From an optimization exercise on the open Yosys and OpenROAD flow, aimed at small area, a short achievable clock period and few clock cycles per item; shortcuts taken in it are not production practice.
The RTL was checked by simulation tests, not by an equivalence proof against the original design.

==> flow/design.v, too long to show whole: its modules and the start of the top module <==
// module mult32x32_fast: 1961 lines
// module mfa: 4 lines
// module mha: 4 lines
// module mpg: 4 lines
// module mgpa: 4 lines
// module mgpb: 4 lines
// module mga: 3 lines
// module mgb: 3 lines
// module mencm: 10 lines
// module mencm0: 9 lines
// module mmx: 3 lines
// module menc: 4 lines
// module mbpp: 3 lines
module mult32x32_fast (
    input logic clk,
    input logic reset,
    input logic start,
    input logic [31:0] a,
    input logic [31:0] b,
    output logic busy,
    output logic [63:0] product
);
  // ...
==> flow/flow/run.sh <==
#!/bin/bash
# Own layout flow: the standard synthesis and layout (standard.sh), with two changes:
#  - before floorplanning, every combinational cell of the synthesized netlist is set to
#    the smallest drive strength of its footprint (flow/resize.py); registers are untouched,
#    and the layout's repair steps size cells up again where needed;
#  - ports are buffered with buf_2 instead of the default port buffer.
# Each tool's output goes to a log file in this folder.
set -euo pipefail
R=orfs/results/sky130hd/mult32x32_fast/base
export BUFFER_PORTS_ARGS="-buffer_cell sky130_fd_sc_hd__buf_2"
export RECOVER_POWER=100
bash standard.sh synth > synth.log 2>&1
python3 flow/resize.py "$FLOW_HOME/platforms/sky130hd/lib/sky130_fd_sc_hd__tt_025C_1v80.lib" $R/1_2_yosys.v > resize.log 2>&1
touch $R/1_2_yosys.v
bash standard.sh > layout.log 2>&1
==> flow/flow/resize.py <==
#!/usr/bin/env python3
"""Size the combinational cells of the synthesized netlist by the fanout they drive:
each cell gets the variant of its footprint (same function and pins) whose drive suits its
fanout: the smallest for a fanout up to FO1, drive 2 up to FO2, else drive 4.
Flip-flops, latches and tie cells are left as synthesis made them. The layout's own repair
steps size cells again where slew, capacitance or timing need it.
usage: resize.py LIBERTY NETLIST [FO1 FO2]"""
import re, sys, collections
lib, path = sys.argv[1], sys.argv[2]
FO1 = int(sys.argv[3]) if len(sys.argv) > 3 else 5
FO2 = int(sys.argv[4]) if len(sys.argv) > 4 else 12
area, foot, seq, outs = {}, {}, set(), collections.defaultdict(set)
cur = None; pin = None
for line in open(lib):
    m = re.search(r'^\s*cell\s*\(\s*"?(sky130_fd_sc_hd__\w+)"?\s*\)', line)
    if m:
        cur = m.group(1); pin = None; continue
    if cur is None:
        continue
    m = re.search(r'^\s*area\s*:\s*([\d.]+)', line)
    if m: area[cur] = float(m.group(1))
    m = re.search(r'cell_footprint\s*:\s*"([^"]+)"', line)
    if m: foot[cur] = m.group(1)
    if re.search(r'^\s*(ff|latch|statetable)\s*\(', line): seq.add(cur)
    m = re.search(r'^\s*pin\s*\(\s*"?(\w+)"?\s*\)', line)
    if m: pin = m.group(1)
    if pin and re.search(r'direction\s*:\s*"?output', line): outs[cur].add(pin)
fam = collections.defaultdict(list)
for c, f in foot.items():
    if c in seq or "lpflow" in c or "probe" in c or c not in area:
        continue
    fam[f].append(c)
def strength(c):
    m = re.search(r'_(\d+)$', c)
    return int(m.group(1)) if m else 1
for f in fam:
    fam[f].sort(key=lambda c: (strength(c), area[c]))
text = open(path).read()
inst_re = re.compile(r'^(\s*)(sky130_fd_sc_hd__\w+)(\s+)(\S+)(\s*\((.*?)\);)', re.M | re.S)
insts = []
fanout = collections.Counter()
for m in inst_re.finditer(text):
    cell = m.group(2)
    conns = re.findall(r'\.(\w+)\(([^()]*)\)', m.group(6))
    o = [n.strip() for p, n in conns if p in outs.get(cell, ())]
    for p, n in conns:
        if p not in outs.get(cell, ()):
            fanout[n.strip()] += 1
    insts.append((m.start(2), m.end(2), cell, o))
out = []
last = 0
changes = collections.Counter()
for s, e, cell, o in insts:
    new = cell
    if cell not in seq and cell in foot and "conb" not in cell and foot[cell] in fam:
        fo = max([fanout[n] for n in o] + [0])
        want = 0 if fo <= FO1 else (2 if fo <= FO2 else 4)
        vs = fam[foot[cell]]
        ok = [v for v in vs if strength(v) >= want] or [vs[-1]]
        # the smallest area that gives the drive; among equal areas the strongest
        new = min(ok, key=lambda v: (area[v], -strength(v)))
    out.append(text[last:s]); out.append(new); last = e
    if new != cell: changes[(cell, new)] += 1
out.append(text[last:])
open(path, "w").write("".join(out))
for (a, b), n in sorted(changes.items()):
    print(f"{a} -> {b}: {n}")
==> flow/standard.sh <==
#!/bin/bash
# synth_recipe.tcl (not shown) runs the flow's synth.tcl, then flattens the netlist and writes it again
# the make line also repeats each setting of config.mk as NAME=value (left out here)
make -C /OpenROAD-flow-scripts/flow DESIGN_CONFIG=/design/flow/config.mk WORK_HOME=/design/flow/orfs CLKGATE_MAP_FILE= SYNTH_SCRIPT=/design/flow/synth_recipe.tcl "${@:-finish}"
==> flow/config.mk <==
export PLATFORM = sky130hd
export DESIGN_NAME = mult32x32_fast
export DESIGN_NICKNAME = mult32x32_fast
export VERILOG_FILES = /design/flow/design.v
export SDC_FILE = /design/flow/constraint.sdc
export NUM_CORES = 4
export LEC_CHECK = 0
export CAP_MARGIN = 20
export CORE_MARGIN = 2
export CORE_UTILIZATION = 40
export CTS_BUF_LIST = sky130_fd_sc_hd__clkbuf_4 sky130_fd_sc_hd__clkbuf_8
export SETUP_SLACK_MARGIN = 4.8
export SLEW_MARGIN = 20
export SYNTH_HIERARCHICAL = 1
export SYNTH_MINIMUM_KEEP_SIZE = 0
export TNS_END_PERCENT = 0
==> flow/constraint.sdc <==
create_clock -name core_clock -period 10.0 [get_ports {clk}]
set_input_delay 2.0000 -clock core_clock [delete_from_list [all_inputs] [get_ports {clk}]]
set_output_delay 2.0000 -clock core_clock [all_outputs]
set_load 0.01 [all_outputs]
==> impl_metrics.csv, run 1 <==
group,metric,value,unit
worst_setup_path,r2r-start,"busy",
run_status,status,"finished with violations",
global_routing,met2_usage,0.427,
cells_and_area,multi_input_cells,1535,
timing,slew_violations,105,
cells_and_area,fillers,4249,
routing,top_layer,"met4",
worst_setup_path,crit_buf_inv,3,
die,row_count,78,
run_status,violatedChecks,"capacitance limit, slew limit",
job,max_cap_violations,4,
worst_setup_path,path_depth,4,
cells_and_area,drive_gt1_frac,0.236,
global_routing,grt_pass1_wl,93100,um
routing,drt_iter0_drc,1455,
routing,wl_per_cell,25.0,um
die,core-area,0.0451,mm^2
clocking,post_cts_buffers,15,
worst_hold_path,min_path_type,"reg -> reg",
worst_setup_path,r2r-end,"hcr[16]",
die,die-area,0.0472,mm^2
routing,drc,0,
Testbench counts, summed over its fixed seeds: cycles 4,794, items 3,200.
==> run 2, diff against run 1 <==
--- a/flow/flow/run.sh
+++ b/flow/flow/run.sh
@@ -10,3 +10,4 @@
 export BUFFER_PORTS_ARGS="-buffer_cell sky130_fd_sc_hd__buf_2"
-export RECOVER_POWER=100
+export SKIP_INCREMENTAL_REPAIR=1
+export SETUP_MOVE_SEQUENCE="sizeup,swap"
 bash standard.sh synth > synth.log 2>&1
==> impl_metrics.csv, run 2 <==
group,metric,value,unit
routing,wl_per_cell,24.8,um
cells_and_area,syn_to_final_growth,12.6,%
die,core-area,0.0451,mm^2
routing,ant_nets,0,
timing,final.setup_skew,0.0250,ns
routing,drc,0,
cells_and_area,fillers,4358,
global_routing,grt_remaining_overflow,0,
routing,wl_met3,4730,um
run_status,status,"no timing/DRC/antenna violations",
cells_and_area,layout_commonest_cell,"xnor2_1",
worst_setup_path,path_cells,"buf_4 > xnor2_1 > o21ai_2 > a22oi_1 > xnor2_1 > fa_2 > fa_1 > fa_1 > fa_1 > fa_1",
timing,hold_violations,0,
die,die_y,217,um
timing,fin_ws,4.51,ns
worst_setup_path,regToRegSetupSlack,4.59,ns
clocking,holdBufCountCts,0,
die,start_util,0.403,
cells_and_area,final_cell_mix,"xnor2_1, a22oi_1, fa_1",
worst_hold_path,holdPathStages,1,
worst_setup_path,path_depth,10,
routing,top_layer,"met4",
cells_and_area,antenna-diode-count,0,
clocking,ctsResizeCount,76,
yosys,synthCells,1714,
placed_design,routabilityCongestion,0.941,
worst_setup_path,cpLargestDelayFamily,"adder cells",
global_routing,grt_pass1_vias,14671,
worst_hold_path,holdCritStartpoint,"hsr[0]",
cells_and_area,top_regs,"hcr (48), hsr (48), L (16)",
die,row_count,78,
yosys,ys_warn_count,7,
timing,slew_headroom,0.220,
global_routing,grt_max_degree,86,
cells_and_area,fin_area,0.0205,mm^2
worst_setup_path,r2r-start,"hcr[16]",
die,die_x,217,um
routing,drt_iter0_drc,1383,
routing,dr.pass1.iters,5,
clocking,cts_made_buffers,17,
global_routing,grtUsageTotal,0.260,
worst_setup_path,crit_top_cell,"fa_1",
routing,drt-total-wl,61200,um
global_routing,antenna_found_initial,0,
die,die-area,0.0472,mm^2
worst_setup_path,r2r-end,"hcr[23]",
routing,met1Wirelength,26400,um
routing,vias,14572,
timing,slew_violations,0,
clocking,cts_sinks,114,
worst_setup_path,worstSetupPathType,"in -> reg",
clocking,clk_pin_slew_worst_paths,0.07,ns
placed_design,dp_slack,3.82,ns
yosys,synth_nets,2108,
timing,max_freq,182,MHz
job,max_cap_violations,0,
worst_setup_path,startpoint_type,"input port",
placed_design,place_inst,2437,
timing,setup_violations,0,
timing,layout_min_cycle_time,5.49,ns
clocking,cts_buffer_depth,2,
placed_design,postPlaceCellArea,0.0197,mm^2
worst_setup_path,arrival,5.68,ns
timing,finalSetupTns,0,ns
clocking,clockRootBuffer,"clkbuf_8",
worst_setup_path,slowest_delay,0.66,ns
placed_design,portBuffers,131,
worst_hold_path,min_path_type,"reg -> reg",
cells_and_area,fin_cells,2469,
routing,met2WireLength,28600,um
worst_setup_path,cp_max_fo,18,
yosys,syn_avg_cell_area,10.6,um^2
clocking,tritoncts,"built",
worst_setup_path,cp_slowest_cell,"o21ai_2",
timing,whs,0.617,ns
worst_setup_path,crit_buf_inv,1,
clocking,clk_latency,0.46,ns
timing,tightest_slew,1.17,ns
cells_and_area,drive_gt1_frac,0.193,
worst_setup_path,reg2reg_depth,15,
die,ios,132,
worst_hold_path,min_to,"L[0]",
clocking,post_cts_buffers,0,
global_routing,grt_pass1_wl,92500,um
routing,vias_per_cell,5.90,
worst_setup_path,required,10.19,ns
clocking,cts-htree-levels,4,
placed_design,post-dp-hpwl,47300,um
cells_and_area,final_nets,2250,
timing,period_share,0.549,
worst_setup_path,crit_path_end_kind,"register",
yosys,syn_area,0.0182,mm^2
==> run 2: cell count changes in the layout (fill, tap and decap cells not counted), moves of 11 or more <==
| cell | delta |
|---|---|
| a21oi_1 | +11 |
| o21ai_0 | -16 |
| buf_4 | -31 |
| inv_2 | +12 |
| a22oi_2 | -23 |
| fa_2 | -28 |
| a22oi_1 | +23 |
| buf_2 | +52 |
| o21ai_1 | +17 |
| clkbuf_1 | -52 |
| buf_12 | -12 |
| fa_1 | +28 |
| buf_6 | -11 |
==> run 2: worst max-delay path by stage <==
| stage | start | end | slack (ns) |
|---|---|---|---|
| floorplan | b[4] | hcr[33] | 4.62 |
| global placement | b[5] | hcr[35] | 3.85 |
| detailed placement | b[11] | hcr[35] | 3.82 |
| CTS | hcr[21] | product[42] | 4.63 |
| global route | hcr[21] | hcr[23] | 4.40 |
| finish | b[7] | hcr[17] | 4.51 |
==> run 2: final cells by class <==
class                           count  area (um^2)  area share
Clock inverter                     15          159     0.00776
Multi-Input combinational cell   1532        14900       0.730
Inverter                           55          206      0.0101
Sequential cell                   114         3420       0.167
Clock buffer                       17          234      0.0114
Timing Repair Buffer              136          748      0.0366
Tap cell                          600          751      0.0367
==> run 2: through the flow <==
stage / util
detailed placement: 0.436
CTS: 0.454
floorplan: -
global placement: 0.436
finish: 0.454
global route: 0.454
==> run 2: layer usage <==
metal	vias up	track usage
met5	-	0
met4	0	0.0685
met3	71	0.0428
met2	652	0.425
met1	7384	0.360
li1	6465	-
==> run 3, diff against run 2 <==
--- a/flow/flow/run.sh
+++ b/flow/flow/run.sh
@@ -11,2 +11,3 @@
 export SKIP_INCREMENTAL_REPAIR=1
+export SKIP_CTS_REPAIR_TIMING=1
 export SETUP_MOVE_SEQUENCE="sizeup,swap"
==> impl_metrics.csv, run 3 <==
group,metric,value,unit
clocking,cts_sinks,114,
placed_design,post-dp-hpwl,47300,um
timing,whs,0.618,ns
clocking,tritoncts,"built",
yosys,synthCells,1714,
cells_and_area,syn_to_final_growth,10.3,%
die,die_x,217,um
die,die_y,217,um
global_routing,grt_pass1_vias,14513,
global_routing,grt_max_degree,86,
timing,slew_headroom,0.273,
worst_setup_path,regToRegSetupSlack,4.05,ns
worst_hold_path,holdCritStartpoint,"hsr[0]",
die,die-area,0.0472,mm^2
worst_setup_path,r2r-end,"hcr[35]",
placed_design,dp_slack,3.82,ns
cells_and_area,final_cell_mix,"xnor2_1, a22oi_1, fa_1",
worst_setup_path,reg2reg_depth,10,
yosys,ys_warn_count,7,
die,row_count,78,
yosys,synth_nets,2108,
routing,vias,14527,
placed_design,portBuffers,131,
clocking,cts_made_buffers,17,
timing,final.setup_skew,0.0258,ns
worst_hold_path,min_path_type,"reg -> reg",
worst_setup_path,r2r-start,"busy",
timing,layout_min_cycle_time,5.95,ns
worst_setup_path,startpoint_type,"register",
job,max_cap_violations,0,
timing,tightest_slew,1.09,ns
worst_setup_path,required,10.16,ns
cells_and_area,top_regs,"hcr (48), hsr (48), L (16)",
clocking,cts_buffer_depth,2,
timing,slew_violations,0,
clocking,cts-htree-levels,4,
clocking,clk_pin_slew_worst_paths,0.10,ns
global_routing,grt_pass1_wl,91900,um
global_routing,grt_remaining_overflow,0,
routing,vias_per_cell,5.88,
clocking,clk_latency,0.47,ns
timing,hold_violations,0,
timing,fin_ws,4.05,ns
worst_hold_path,holdPathStages,1,
routing,ant_nets,0,
cells_and_area,drive_gt1_frac,0.174,
placed_design,routabilityCongestion,0.941,
worst_hold_path,min_to,"L[0]",
clocking,clockRootBuffer,"clkbuf_8",
routing,drc,0,
die,ios,132,
routing,dr.pass1.iters,5,
routing,wl_per_cell,24.6,um
cells_and_area,antenna-diode-count,0,
timing,max_freq,168,MHz
die,start_util,0.403,
cells_and_area,layout_commonest_cell,"xnor2_1",
worst_setup_path,cp_max_fo,71,
yosys,syn_avg_cell_area,10.6,um^2
worst_setup_path,crit_path_end_kind,"register",
global_routing,grtUsageTotal,0.259,
die,core-area,0.0451,mm^2
timing,setup_violations,0,
cells_and_area,final_nets,2250,
routing,drt_iter0_drc,1458,
worst_setup_path,arrival,6.11,ns
timing,period_share,0.595,
timing,finalSetupTns,0,ns
yosys,syn_area,0.0182,mm^2
run_status,status,"no timing/DRC/antenna violations",
routing,drt-total-wl,60800,um
global_routing,antenna_found_initial,0,
worst_setup_path,worstSetupPathType,"reg -> reg",
run 3: final cells by class:
type | instances | area (um^2)
clock buffer | 17 | 234
clock inverter | 15 | 159
fill | 4379 | 25000
inverter | 55 | 206
multi-input combinational | 1532 | 14600
sequential | 114 | 3420
tap | 600 | 751
timing repair buffer | 136 | 693
run 3: layer usage:
metal | track usage | up-vias | wire length (um)
met2 | 0.417 | 663 | 28200
met3 | 0.0435 | 74 | 5050
met1 | 0.361 | 7329 | 26000
li1 | - | 6461 | -
met5 | 0 | - | 0
met4 | 0.0717 | 0 | 1590
run 3: critical path: stages, from the launching register on:
cell      delay (ns)
dfrtp_4         1.14
buf_4           0.86
a221oi_1        0.14
a31oi_2         0.78
a22oi_1         0.19
xnor2_1         0.19
fa_1            0.45
fa_1            0.44
fa_1            0.47
fa_1            0.40
fa_1            0.53
run 3: how the worst max path moves through the flow:
stage | startpoint | endpoint | slack, ns | cells past startpoint
after floorplan | b[4] | hcr[33] | 4.62 | 10
after global placement | b[5] | hcr[35] | 3.85 | 10
after detailed placement | b[11] | hcr[35] | 3.82 | 10
after CTS | busy | hcr[35] | 4.08 | 10
after global routing | busy | hcr[35] | 3.82 | 10
final | busy | hcr[35] | 4.05 | 10
run 3: per-stage QoR:
step | area (um^2) | std cells | util
after CTS | 20100 | 2469 | 0.445
after detailed placement | 19700 | 2437 | 0.436
after global routing | 20100 | 2469 | 0.445
after global placement | 19700 | 2437 | 0.436
after floorplan | 18300 | 1714 | -
final | 20100 | 2469 | 0.445
==> run 4, diff against run 3 <==
--- a/flow/flow/run.sh
+++ b/flow/flow/run.sh
@@ -11,3 +11,2 @@
 export SKIP_INCREMENTAL_REPAIR=1
-export SKIP_CTS_REPAIR_TIMING=1
 export SETUP_MOVE_SEQUENCE="sizeup,swap"
--- a/flow/config.mk
+++ b/flow/config.mk
@@ -11,3 +11,3 @@
 export CTS_BUF_LIST = sky130_fd_sc_hd__clkbuf_4 sky130_fd_sc_hd__clkbuf_8
-export SETUP_SLACK_MARGIN = 4.8
+export SETUP_SLACK_MARGIN = 4.4
 export SLEW_MARGIN = 20
==> impl_metrics.csv, run 4 <==
group,metric,value,unit
cells_and_area,utilization,0.444,
routing,ant_nets,0,
run_status,status,"no timing/DRC/antenna violations",
global_routing,antenna_found_initial,0,
routing,vias,14590,
timing,tightest_slew,0.932,ns
global_routing,grt_pass1_wl,91500,um
clocking,cts-htree-levels,4,
global_routing,busiest_layer,"met2",
clocking,clk_latency,0.46,ns
yosys,synthCells,1714,
timing,slew_headroom,0.374,
yosys,syn_area,0.0182,mm^2
placed_design,portBuffers,131,
die,die_y,217,um
timing,finalSetupTns,0,ns
cells_and_area,final_nets,2251,
global_routing,use_met3,0.0412,
worst_hold_path,min_path_type,"reg -> reg",
timing,slew_violations,0,
global_routing,grtUsageTotal,0.259,
worst_setup_path,path_cells,"buf_2 > a221oi_1 > a31oi_2 > a22oi_1 > xnor2_1 > fa_1 > fa_1 > fa_1 > fa_1 > fa_1",
clocking,cts_made_buffers,17,
timing,setup_violations,0,
clocking,cts_sinks,114,
yosys,syn_avg_cell_area,10.6,um^2
timing,fin_ws,4.27,ns
worst_setup_path,cp_slowest_cell,"a31oi_2",
worst_setup_path,crit_buf_inv,1,
die,ios,132,
cells_and_area,drive_gt1_frac,0.168,
worst_setup_path,cpLargestDelayFamily,"adder cells",
clocking,ctsResizeCount,6,
worst_setup_path,crit_top_cell,"fa_1",
die,core-area,0.0451,mm^2
cells_and_area,fin_cells,2470,
cells_and_area,final_cell_mix,"xnor2_1, a22oi_1, fa_1",
global_routing,met2_usage,0.422,
worst_setup_path,arrival,5.92,ns
worst_setup_path,startpoint_type,"input port",
job,max_cap_violations,0,
routing,drt_iter0_drc,1628,
timing,final.setup_skew,0.0191,ns
cells_and_area,antenna-diode-count,0,
die,row_count,78,
clocking,cts_buffer_depth,2,
global_routing,grt_remaining_overflow,0,
clocking,clockRootBuffer,"clkbuf_8",
cells_and_area,syn_to_final_growth,10.0,%
cells_and_area,top_regs,"hcr (48), hsr (48), L (16)",
global_routing,grtUsageMet1,0.357,
placed_design,place_inst,2438,
routing,drc,0,
placed_design,routabilityCongestion,0.962,
placed_design,postPlaceCellArea,0.0196,mm^2
timing,max_freq,175,MHz
worst_setup_path,required,10.19,ns
worst_setup_path,cp_max_fo,18,
die,die_x,217,um
clocking,clk_pin_slew_worst_paths,0.08,ns
placed_design,dp_slack,3.86,ns
routing,wl_per_cell,24.7,um
global_routing,grt_max_degree,75,
worst_setup_path,slowest_delay,0.75,ns
clocking,holdBufCountCts,0,
worst_setup_path,worstSetupPathType,"in -> reg",
die,die-area,0.0472,mm^2
cells_and_area,fin_area,0.0200,mm^2
die,start_util,0.403,
clocking,tritoncts,"built",
timing,whs,0.738,ns
yosys,ys_warn_count,7,
cells_and_area,seqCellArea,0.00342,mm^2
cells_and_area,multi_input_area,0.0145,mm^2
yosys,synth_nets,2108,
cells_and_area,layout_commonest_cell,"xnor2_1",
global_routing,grt_pass1_vias,14454,
timing,hold_violations,0,
routing,drt-total-wl,61000,um
timing,layout_min_cycle_time,5.73,ns
timing,period_share,0.573,
cells_and_area,fillers,4330,
worst_setup_path,crit_path_end_kind,"register",
routing,vias_per_cell,5.91,
clocking,post_cts_buffers,0,
routing,dr.pass1.iters,6,
placed_design,post-dp-hpwl,47600,um
-- run 4: cell type report --
type,count,share of cell area
clock buffer,18,0.0121
clock inverter,14,0.00745
inverter,55,0.0103
multi-input combinational,1532,0.726
sequential,114,0.171
tap,600,0.0375
timing repair buffer,137,0.0352
-- run 4: final timing paths --
| kind | startpoint | end | slack [ns] | depth (start not counted) |
|---|---|---|---|---|
| setup / recovery | b[9] | hcr[16] | 4.27 | 10 |
| hold / removal | hcr[0] | L[0] | 0.74 | 1 |
| setup reg to reg | hsr[21] | hcr[22] | 4.28 | 15 |
| hold reg to reg | hcr[0] | L[0] | 0.74 | 1 |
| max in group asynchronous | reset | busy | 8.52 | 2 |
| min in group asynchronous | reset | busy | 1.37 | 2 |
-- run 4: layer usage --
metal	routed length, um	vias to the layer above
li1	-	6470
met1	26300	7351
met4	1360	0
met5	0	-
met3	4740	73
met2	28500	696
-- run 4: worst register-to-register path, delay by kind of cell, from the launching register on --
kind	cells	cell delay (ns)
AOI/OAI and AO/OA	2	0.49
xor gates and xnor gates	1	0.66
adders and majority gates	6	2.80
DFF	1	0.42
and+or+nand+nor	6	1.08
==> run 5, diff against run 4 <==
--- a/flow/flow/run.sh
+++ b/flow/flow/run.sh
@@ -11,3 +11,2 @@
 export SKIP_INCREMENTAL_REPAIR=1
-export SETUP_MOVE_SEQUENCE="sizeup,swap"
 bash standard.sh synth > synth.log 2>&1
--- a/flow/config.mk
+++ b/flow/config.mk
@@ -11,3 +11,3 @@
 export CTS_BUF_LIST = sky130_fd_sc_hd__clkbuf_4 sky130_fd_sc_hd__clkbuf_8
-export SETUP_SLACK_MARGIN = 4.4
+export SETUP_SLACK_MARGIN = 5.0
 export SLEW_MARGIN = 20
==> impl_metrics.csv, run 5 <==
group,metric,value,unit
worst_hold_path,holdPathStages,1,
worst_setup_path,cp_max_fo,12,
routing,drt-total-wl,62900,um
worst_setup_path,cp_slowest_cell,"fa_1",
die,row_count,78,
routing,drc,0,
cells_and_area,final_nets,2308,
clocking,cts-htree-levels,4,
global_routing,grt_remaining_overflow,0,
worst_setup_path,reg2reg_depth,16,
timing,layout_min_cycle_time,5.33,ns
worst_setup_path,slowest_delay,0.52,ns
die,die_x,217,um
placed_design,portBuffers,131,
routing,ant_nets,0,
die,ios,132,
global_routing,grt_pass1_vias,15136,
job,max_cap_violations,0,
clocking,post_cts_buffers,56,
timing,slew_headroom,0.271,
worst_setup_path,cpLargestDelayFamily,"adder cells",
yosys,synthCells,1714,
cells_and_area,layout_commonest_cell,"xnor2_1",
routing,vias,14925,
clocking,cts_made_buffers,17,
cells_and_area,syn_to_final_growth,17.9,%
placed_design,routabilityCongestion,0.941,
worst_setup_path,path_depth,12,
die,die_y,217,um
placed_design,post-dp-hpwl,47300,um
timing,tightest_slew,1.09,ns
routing,wl_per_cell,24.9,um
routing,vias_per_cell,5.91,
worst_setup_path,crit_top_cell,"fa_1",
global_routing,grt_pass1_wl,95000,um
clocking,cts_sinks,114,
worst_setup_path,crit_path_end_kind,"register",
global_routing,grtUsageTotal,0.268,
worst_setup_path,worstSetupPathType,"in -> reg",
cells_and_area,top_regs,"hcr (48), hsr (48), L (16)",
timing,finalSetupTns,0,ns
worst_hold_path,min_path_type,"reg -> reg",
cells_and_area,final_cell_mix,"xnor2_1, a22oi_1, fa_1",
cells_and_area,antenna-diode-count,0,
yosys,ys_warn_count,7,
worst_setup_path,required,10.19,ns
clocking,tritoncts,"built",
timing,slew_violations,0,
timing,period_share,0.533,
yosys,synth_nets,2108,
run_status,status,"no timing/DRC/antenna violations",
die,core-area,0.0451,mm^2
global_routing,antenna_found_initial,1,
timing,max_freq,188,MHz
worst_setup_path,startpoint_type,"input port",
worst_setup_path,arrival,5.52,ns
die,die-area,0.0472,mm^2
global_routing,grt_max_degree,86,
timing,hold_violations,0,
worst_setup_path,path_cells,"buf_4 > nor2_2 > a221oi_4 > buf_4 > a31oi_4 > a22oi_2 > xnor2_1 > fa_1 > fa_1 > fa_1 > fa_1 > fa_1",
clocking,clk_pin_slew_worst_paths,0.07,ns
clocking,ctsResizeCount,150,
timing,setup_violations,0,
clocking,cts_buffer_depth,2,
routing,drt_iter0_drc,1468,
yosys,syn_avg_cell_area,10.6,um^2
clocking,clk_latency,0.47,ns
die,start_util,0.403,
worst_setup_path,crit_buf_inv,2,
timing,whs,0.610,ns
clocking,clockRootBuffer,"clkbuf_8",
routing,dr.pass1.iters,5,
clocking,holdBufCountCts,0,
yosys,syn_area,0.0182,mm^2
timing,final.setup_skew,0.0281,ns
cells_and_area,drive_gt1_frac,0.243,
==> run 5: worst register-to-register path: stages (launching register included) <==
cell and delay [ns]:
edfxtp_1 0.41, ha_1 0.39, a21oi_1 0.26, o21ai_1 0.15
a21oi_1 0.22, o21ai_1 0.14, a21oi_1 0.15, o21ai_1 0.22
a21oi_2 0.25, xor2_2 0.13, buf_4 0.18, nor2_1 0.10
fa_1 0.52, fa_1 0.47, fa_1 0.47, fa_1 0.52
fa_1 0.44
==> run 5: layout make-up <==
| class | count | area, um^2 |
|---|---|---|
| clock buffer | 17 | 234 |
| sequential | 114 | 3420 |
| clock inverter | 15 | 159 |
| fill | 4266 | 23700 |
| tap | 600 | 751 |
| timing repair buffer | 193 | 1390 |
| multi-input combinational | 1533 | 15300 |
| inverter | 55 | 206 |
==> run 5: stage by stage <==
step                utilization  instances  setup WS [ns]  instance area, um^2
finish                    0.475       2527           4.67                21400
global route              0.475       2527           4.53                21400
CTS                       0.475       2527           4.78                21400
detailed placement        0.436       2437           3.82                19700
global placement          0.436       2437           3.85                19700
floorplan                     -       1714           4.62                18300
==> run 5: layer usage <==
| layer | vias to the layer above | routed length (um) | global-route usage |
|---|---|---|---|
| li1 | 6565 | - | - |
| met1 | 7615 | 26800 | 0.366 |
| met2 | 651 | 29500 | 0.435 |
| met3 | 94 | 4640 | 0.0412 |
| met4 | 0 | 2060 | 0.0888 |
| met5 | - | 0 | 0 |
==> run 5: worst paths after layout <==
check | startpoint | end | slack [ns]
setup / recovery | b[1] | hcr[28] | 4.67
hold / removal | hsr[0] | L[0] | 0.61
setup reg to reg | hcr[21] | hcr[28] | 4.71
hold reg to reg | hsr[0] | L[0] | 0.61
max in group asynchronous | reset | busy | 8.55
min in group asynchronous | reset | busy | 1.35
==> run 6, diff against run 5 <==
==> flow/flow/run.sh (replaced) <==
#!/bin/bash
# Own layout flow: the standard synthesis and layout (standard.sh), with these changes:
#  - before floorplanning, each combinational cell of the synthesized netlist gets the drive
#    strength its fanout calls for (flow/resize.py): the smallest variant of its footprint for
#    a small fanout, larger ones for large fanouts. Registers are untouched; the layout's repair
#    steps size cells again where slew, capacitance or timing need it;
#  - ports are buffered with buf_2 instead of the default port buffer;
#  - timing repair only sizes cells up and swaps pins (no buffering or cloning), and the
#    repair after global routing is skipped (the repair after clock tree synthesis remains).
# Each tool's output goes to a log file in this folder.
set -euo pipefail
R=orfs/results/sky130hd/mult32x32_fast/base
export BUFFER_PORTS_ARGS="-buffer_cell sky130_fd_sc_hd__buf_2"
export SKIP_INCREMENTAL_REPAIR=1
export SETUP_MOVE_SEQUENCE="sizeup,swap"
bash standard.sh synth > synth.log 2>&1
python3 flow/resize.py "$FLOW_HOME/platforms/sky130hd/lib/sky130_fd_sc_hd__tt_025C_1v80.lib" $R/1_2_yosys.v > resize.log 2>&1
touch $R/1_2_yosys.v
bash standard.sh > layout.log 2>&1
--- a/flow/config.mk
+++ b/flow/config.mk
@@ -11,3 +11,3 @@
 export CTS_BUF_LIST = sky130_fd_sc_hd__clkbuf_4 sky130_fd_sc_hd__clkbuf_8
-export SETUP_SLACK_MARGIN = 5.0
+export SETUP_SLACK_MARGIN = 4.8
 export SLEW_MARGIN = 20
==> impl_metrics.csv, run 6 <==
group,metric,value,unit
cells_and_area,syn_to_final_growth,12.6,%
clocking,clockRootBuffer,"clkbuf_8",
die,row_count,78,
worst_setup_path,startpoint_type,"input port",
routing,wl_per_cell,24.8,um
worst_setup_path,r2r-start,"hcr[16]",
die,die-area,0.0472,mm^2
worst_setup_path,reg2reg_depth,15,
routing,dr.pass1.iters,5,
cells_and_area,fin_area,0.0205,mm^2
timing,tightest_slew,1.17,ns
cells_and_area,final_nets,2250,
worst_setup_path,slowest_delay,0.66,ns
clocking,holdBufCountCts,0,
cells_and_area,layout_commonest_cell,"xnor2_1",
worst_hold_path,holdCritStartpoint,"hsr[0]",
cells_and_area,fillers,4358,
placed_design,post-dp-hpwl,47300,um
clocking,cts-htree-levels,4,
job,max_cap_violations,0,
cells_and_area,multi_input_area,0.0149,mm^2
clocking,cts_buffer_depth,2,
clocking,cts_made_buffers,17,
global_routing,grt_max_degree,86,
clocking,tritoncts,"built",
timing,layout_min_cycle_time,5.49,ns
routing,drt_iter0_drc,1383,
worst_setup_path,crit_path_end_kind,"register",
global_routing,grt_pass1_wl,92500,um
die,core-area,0.0451,mm^2
routing,ant_nets,0,
global_routing,grt_remaining_overflow,0,
worst_setup_path,arrival,5.68,ns
worst_hold_path,min_path_type,"reg -> reg",
yosys,syn_avg_cell_area,10.6,um^2
global_routing,grt_pass1_vias,14671,
global_routing,antenna_found_initial,0,
timing,slew_headroom,0.220,
worst_setup_path,regToRegSetupSlack,4.59,ns
yosys,ys_warn_count,7,
routing,vias,14572,
worst_setup_path,cp_max_fo,18,
global_routing,grtUsageTotal,0.260,
placed_design,routabilityCongestion,0.941,
worst_setup_path,crit_buf_inv,1,
worst_hold_path,min_to,"L[0]",
run_status,status,"no timing/DRC/antenna violations",
cells_and_area,drive_gt1_frac,0.193,
clocking,clk_latency,0.46,ns
placed_design,place_inst,2437,
cells_and_area,fin_cells,2469,
placed_design,dp_slack,3.82,ns
timing,final.setup_skew,0.0250,ns
timing,finalSetupTns,0,ns
timing,slew_violations,0,
routing,drt-total-wl,61200,um
worst_setup_path,crit_top_cell,"fa_1",
worst_setup_path,path_cells,"buf_4 > xnor2_1 > o21ai_2 > a22oi_1 > xnor2_1 > fa_2 > fa_1 > fa_1 > fa_1 > fa_1",
worst_setup_path,cpLargestDelayFamily,"adder cells",
cells_and_area,antenna-diode-count,0,
placed_design,postPlaceCellArea,0.0197,mm^2
die,die_x,217,um
clocking,post_cts_buffers,0,
worst_setup_path,worstSetupPathType,"in -> reg",
worst_setup_path,required,10.19,ns
cells_and_area,seqCellArea,0.00342,mm^2
yosys,synth_nets,2108,
die,start_util,0.403,
yosys,synthCells,1714,
routing,vias_per_cell,5.90,
yosys,syn_area,0.0182,mm^2
cells_and_area,final_cell_mix,"xnor2_1, a22oi_1, fa_1",
cells_and_area,top_regs,"hcr (48), hsr (48), L (16)",
timing,fin_ws,4.51,ns
clocking,clk_pin_slew_worst_paths,0.07,ns
die,ios,132,
timing,max_freq,182,MHz
timing,hold_violations,0,
clocking,cts_sinks,114,
timing,setup_violations,0,
worst_hold_path,holdPathStages,1,
die,die_y,217,um
placed_design,portBuffers,131,
timing,period_share,0.549,
worst_setup_path,r2r-end,"hcr[23]",
worst_setup_path,cp_slowest_cell,"o21ai_2",
routing,drc,0,
clocking,ctsResizeCount,76,
## run 6: per-stage QoR
stage	utilization	hold slack, ns
floorplan	-	0.548
global placement	0.436	0.607
detailed placement	0.436	0.593
CTS	0.454	0.617
global route	0.454	0.653
finish	0.454	0.617
## run 6: area by class of cell
type | count | area share
well taps | 600 | 0.0367
inverters | 55 | 0.0101
clock buffers | 17 | 0.0114
repair buffers | 136 | 0.0366
clock inverters | 15 | 0.00776
multi-input cells | 1532 | 0.730
flip-flops and latches | 114 | 0.167
## run 6: per-layer routing
layer  wire (um)  GRT usage  share of wire  up-vias
li1            -          -              -     6465
met1       26400      0.360           0.43     7384
met2       28600      0.425           0.47      652
met3        4730     0.0428          0.077       71
met5           0          0              0        -
met4        1440     0.0685          0.024        0
## run 6: how the worst max path moves through the flow
| stage | startpoint | end | slack, ns | cells past startpoint |
|---|---|---|---|---|
| 2_1_floorplan | b[4] | hcr[33] | 4.62 | 10 |
| 3_3_place_gp | b[5] | hcr[35] | 3.85 | 10 |
| 3_5_place_dp | b[11] | hcr[35] | 3.82 | 10 |
| 4_1_cts | hcr[21] | product[42] | 4.63 | 10 |
| 5_1_grt | hcr[21] | hcr[23] | 4.40 | 15 |
| 6_report | b[7] | hcr[17] | 4.51 | 10 |
==> run 7, diff against run 6 <==
--- a/flow/config.mk
+++ b/flow/config.mk
@@ -15,2 +15,2 @@
 export SYNTH_MINIMUM_KEEP_SIZE = 0
-export TNS_END_PERCENT = 0
+export TNS_END_PERCENT = 10
==> impl_metrics.csv, run 7 <==
group,metric,value,unit
timing,max_freq,185,MHz
cells_and_area,syn_to_final_growth,14.1,%
die,ios,132,
yosys,synthCells,1714,
global_routing,antenna_found_initial,0,
run_status,status,"no timing/DRC/antenna violations",
die,start_util,0.403,
timing,tightest_slew,1.14,ns
die,die_x,217,um
die,die-area,0.0472,mm^2
clocking,tritoncts,"built",
clocking,cts-htree-levels,4,
placed_design,dp_slack,3.76,ns
routing,drt_iter0_drc,1504,
routing,ant_nets,0,
clocking,cts_buffer_depth,2,
clocking,clk_pin_slew_worst_paths,0.06,ns
global_routing,grt_max_degree,73,
timing,layout_min_cycle_time,5.40,ns
die,row_count,78,
placed_design,portBuffers,131,
global_routing,grt_pass1_wl,93700,um
clocking,holdBufCountCts,0,
die,core-area,0.0451,mm^2
yosys,synth_nets,2108,
clocking,cts_made_buffers,17,
cells_and_area,top_regs,"hcr (48), hsr (48), L (16)",
placed_design,routabilityCongestion,0.943,
clocking,post_cts_buffers,0,
global_routing,grt_remaining_overflow,0,
worst_hold_path,min_path_type,"reg -> reg",
worst_hold_path,holdPathStages,1,
worst_setup_path,cp_max_fo,18,
worst_setup_path,startpoint_type,"input port",
timing,finalSetupTns,0,ns
worst_setup_path,arrival,5.56,ns
yosys,syn_avg_cell_area,10.6,um^2
cells_and_area,layout_commonest_cell,"xnor2_1",
timing,period_share,0.540,
clocking,ctsResizeCount,148,
cells_and_area,final_cell_mix,"xnor2_1, a22oi_1, fa_1",
worst_setup_path,required,10.16,ns
yosys,ys_warn_count,7,
placed_design,post-dp-hpwl,47500,um
cells_and_area,final_nets,2251,
routing,dr.pass1.iters,6,
clocking,clockRootBuffer,"clkbuf_8",
job,max_cap_violations,0,
clocking,cts_sinks,114,
timing,hold_violations,0,
clocking,clk_latency,0.46,ns
timing,fin_ws,4.60,ns
timing,final.setup_skew,0.0284,ns
worst_setup_path,worstSetupPathType,"in -> reg",
routing,vias_per_cell,5.97,
timing,setup_violations,0,
routing,vias,14723,
yosys,syn_area,0.0182,mm^2
routing,drc,0,
die,die_y,217,um
routing,wl_per_cell,24.9,um
worst_setup_path,crit_path_end_kind,"register",
global_routing,grt_pass1_vias,15034,
cells_and_area,antenna-diode-count,0,
routing,drt-total-wl,61500,um
global_routing,grtUsageTotal,0.263,
worst_setup_path,reg2reg_depth,15,
cells_and_area,drive_gt1_frac,0.209,
timing,slew_headroom,0.237,
timing,slew_violations,0,
[run 7: layout make-up]
class / instances / area (um^2)
Clock buffer: 20 / 256
Clock inverter: 10 / 93.8
Fill cell: 4340 / 24300
Inverter: 55 / 206
Multi-Input combinational cell: 1532 / 15200
Sequential cell: 114 / 3420
Tap cell: 600 / 751
Timing Repair Buffer: 137 / 856
[run 7: path summary, 6_finish.rpt]
kind / startpoint / end / slack, ns
max: b[7] / hcr[33] / 4.60
min: hsr[0] / L[0] / 0.61
max reg2reg: hcr[5] / hcr[24] / 4.67
min reg2reg: hsr[0] / L[0] / 0.61
max in group asynchronous: reset / busy / 8.52
min in group asynchronous: reset / busy / 1.37
[run 7: worst max-delay path, cell delays in order]
cell,delay (ns)
buf_6,0.15
nor2b_4,0.13
a221oi_2,0.08
a31oi_4,0.47
a22oi_2,0.11
xnor2_1,0.24
fa_2,0.50
fa_2,0.38
fa_2,0.41
fa_1,0.50
fa_1,0.57
[run 7: stage by stage]
stage	hold slack, ns	area, um^2	util	cells
2_1_floorplan	0.548	18300	-	1714
3_3_place_gp	0.593	19700	0.436	2438
3_5_place_dp	0.584	19700	0.436	2438
4_1_cts	0.606	20700	0.460	2468
5_1_grt	0.648	20700	0.460	2468
6_report	0.607	20700	0.460	2468
[run 7: routing by layer]
metal | up-vias | global-route usage | wire length (um)
li1 | 6461 | - | -
met1 | 7474 | 0.364 | 26100
met2 | 720 | 0.433 | 29300
met3 | 68 | 0.0458 | 5020
met4 | 0 | 0.0566 | 1050
met5 | - | 0 | 0
==> run 8, diff against run 7 <==
--- a/flow/flow/run.sh
+++ b/flow/flow/run.sh
@@ -16,3 +16,3 @@
 bash standard.sh synth > synth.log 2>&1
-python3 flow/resize.py "$FLOW_HOME/platforms/sky130hd/lib/sky130_fd_sc_hd__tt_025C_1v80.lib" $R/1_2_yosys.v > resize.log 2>&1
+python3 flow/resize.py "$FLOW_HOME/platforms/sky130hd/lib/sky130_fd_sc_hd__tt_025C_1v80.lib" $R/1_2_yosys.v 4 8 > resize.log 2>&1
 touch $R/1_2_yosys.v
--- a/flow/config.mk
+++ b/flow/config.mk
@@ -15,2 +15,2 @@
 export SYNTH_MINIMUM_KEEP_SIZE = 0
-export TNS_END_PERCENT = 10
+export TNS_END_PERCENT = 0
==> impl_metrics.csv, run 8 <==
group,metric,value,unit
clocking,cts_buffer_depth,2,
timing,slew_headroom,0.265,
routing,drt-total-wl,62400,um
clocking,post_cts_buffers,0,
worst_hold_path,holdCritStartpoint,"hcr[0]",
worst_setup_path,cp_max_fo,19,
die,core-area,0.0463,mm^2
cells_and_area,drive_gt1_frac,0.189,
job,max_cap_violations,0,
worst_setup_path,r2r-end,"hcr[26]",
routing,vias_per_cell,5.97,
cells_and_area,syn_to_final_growth,10.8,%
routing,dr.pass1.iters,5,
timing,finalSetupTns,0,ns
global_routing,grtUsageTotal,0.259,
clocking,clk_latency,0.46,ns
worst_hold_path,min_path_type,"reg -> reg",
timing,tightest_slew,1.10,ns
yosys,syn_avg_cell_area,10.9,um^2
worst_hold_path,holdPathStages,1,
timing,setup_violations,0,
die,die_y,220,um
global_routing,grt_max_degree,88,
clocking,ctsResizeCount,12,
global_routing,use_met3,0.0424,
global_routing,busiest_layer,"met2",
cells_and_area,final_nets,2249,
cells_and_area,utilization,0.447,
cells_and_area,fillers,4448,
routing,ant_nets,0,
routing,wl_per_cell,25.2,um
die,row_count,79,
die,die_x,220,um
clocking,cts-htree-levels,4,
cells_and_area,final_cell_mix,"xnor2_1, fa_1, a22oi_1",
global_routing,grt_pass1_vias,14803,
timing,period_share,0.557,
worst_hold_path,min_to,"L[0]",
worst_setup_path,reg2reg_depth,15,
timing,slew_violations,0,
global_routing,antenna_found_initial,0,
worst_setup_path,crit_path_end_kind,"register",
yosys,syn_area,0.0187,mm^2
die,die-area,0.0484,mm^2
timing,max_freq,180,MHz
die,ios,132,
worst_setup_path,critPathLaunch,"b[19]",
worst_setup_path,arrival,5.73,ns
routing,drt_iter0_drc,1350,
placed_design,post-dp-hpwl,48700,um
cells_and_area,top_regs,"hcr (48), hsr (48), L (16)",
clocking,holdBufCountCts,0,
cells_and_area,fin_area,0.0207,mm^2
placed_design,routabilityCongestion,0.928,
clocking,cts_sinks,114,
clocking,cts_made_buffers,17,
global_routing,met2_usage,0.418,
yosys,ys_warn_count,7,
yosys,synthCells,1714,
worst_setup_path,regToRegSetupSlack,4.47,ns
global_routing,grt_pass1_wl,93200,um
clocking,clk_pin_slew_worst_paths,0.07,ns
placed_design,postPlaceCellArea,0.0202,mm^2
worst_setup_path,worstSetupPathType,"in -> reg",
timing,layout_min_cycle_time,5.57,ns
cells_and_area,antenna-diode-count,0,
cells_and_area,layout_commonest_cell,"xnor2_1",
routing,drc,0,
die,start_util,0.403,
worst_setup_path,startpoint_type,"input port",
routing,vias,14765,
timing,whs,0.715,ns
placed_design,portBuffers,131,
timing,final.setup_skew,0.0285,ns
yosys,synth_nets,2108,
clocking,tritoncts,"built",
run_status,status,"no timing/DRC/antenna violations",
timing,hold_violations,0,
clocking,clockRootBuffer,"clkbuf_8",
worst_setup_path,r2r-start,"hsr[20]",
worst_setup_path,required,10.16,ns
global_routing,grtUsageMet1,0.359,
global_routing,grt_remaining_overflow,0,
[run 8: final cells by class]
| cell class | count | area (um^2) | area share |
|---|---|---|---|
| Clock buffer | 20 | 256 | 0.0124 |
| Clock inverter | 12 | 164 | 0.00793 |
| Inverter | 55 | 206 | 0.00999 |
| Multi-Input combinational cell | 1532 | 15200 | 0.734 |
| Sequential cell | 114 | 3420 | 0.166 |
| Tap cell | 607 | 759 | 0.0368 |
| Timing Repair Buffer | 135 | 688 | 0.0333 |
[run 8: worst max-delay path, stage by stage]
cell and delay (ns):
buf_2 0.31, nand3b_1 0.18, a31oi_4 0.60, a22oi_2 0.11
xnor2_1 0.19, fa_1 0.46, fa_1 0.43, fa_1 0.47
fa_1 0.51, fa_1 0.46
[run 8: how the worst max path moves through the flow]
| stage | to | slack [ns] |
|---|---|---|
| floorplan | hcr[16] | 4.55 |
| global placement | hcr[35] | 4.02 |
| detailed placement | hcr[35] | 3.97 |
| CTS | product[36] | 4.52 |
| global route | hcr[19] | 4.30 |
| finish | hcr[30] | 4.43 |
[run 8: stage by stage]
stage / setup WS (ns) / std cells
after global routing: 4.30 / 2475
after floorplan: 4.55 / 1714
after global placement: 4.02 / 2443
after detailed placement: 3.97 / 2443
final: 4.43 / 2475
after CTS: 4.52 / 2475
[run 8: per-layer routing]
layer / vias to the layer above / routed length (um)
met3: 89 / 5210
met2: 774 / 29100
met1: 7452 / 26500
met5: - / 0
li1: 6450 / -
met4: 0 / 1560

[port drivers added, routing unchanged]
In the flow no input, the clock included, has a driving cell. The finished layouts below were timed again as built, in two steps.
Step 1 sets driving cells, clkbuf_16 on the clock port and buf_2 on the other inputs (assumed; they add their load-dependent delay and slew).
Step 2 times the ports against the registers' clock, not the clock port: input delays grow and output delays shrink by t, the midpoint of the rising clock arrivals with the driver on.
Slacks: no drivers / after step 1 / after step 2; pairs: no drivers / after step 1.
run	t, ns	setup slack, ns	worst setup path after step 2	slew at the worst register clock pin (ns)	pins driven straight from the clock port
run 1	0.504	3.021 / 2.973 / 3.056	input to register	0.11 / 0.11	1
run 2	0.494	4.507 / 4.529 / 4.035	input to register	0.10 / 0.10	1
run 3	0.501	4.050 / 4.050 / 3.731	input to register	0.10 / 0.10	1
run 4	0.492	4.272 / 4.284 / 3.800	input to register	0.09 / 0.09	1
run 5	0.499	4.667 / 4.645 / 4.176	input to register	0.10 / 0.10	1
run 6	0.494	4.507 / 4.529 / 4.035	input to register	0.10 / 0.10	1
run 7	0.481	4.600 / 4.581 / 4.113	input to register	0.09 / 0.09	1
run 8	0.493	4.431 / 4.432 / 3.957	input to register	0.09 / 0.09	1
The setup slack of run 5, which loses most, moves by -0.022 ns with the drivers and by -0.491 ns with both steps.
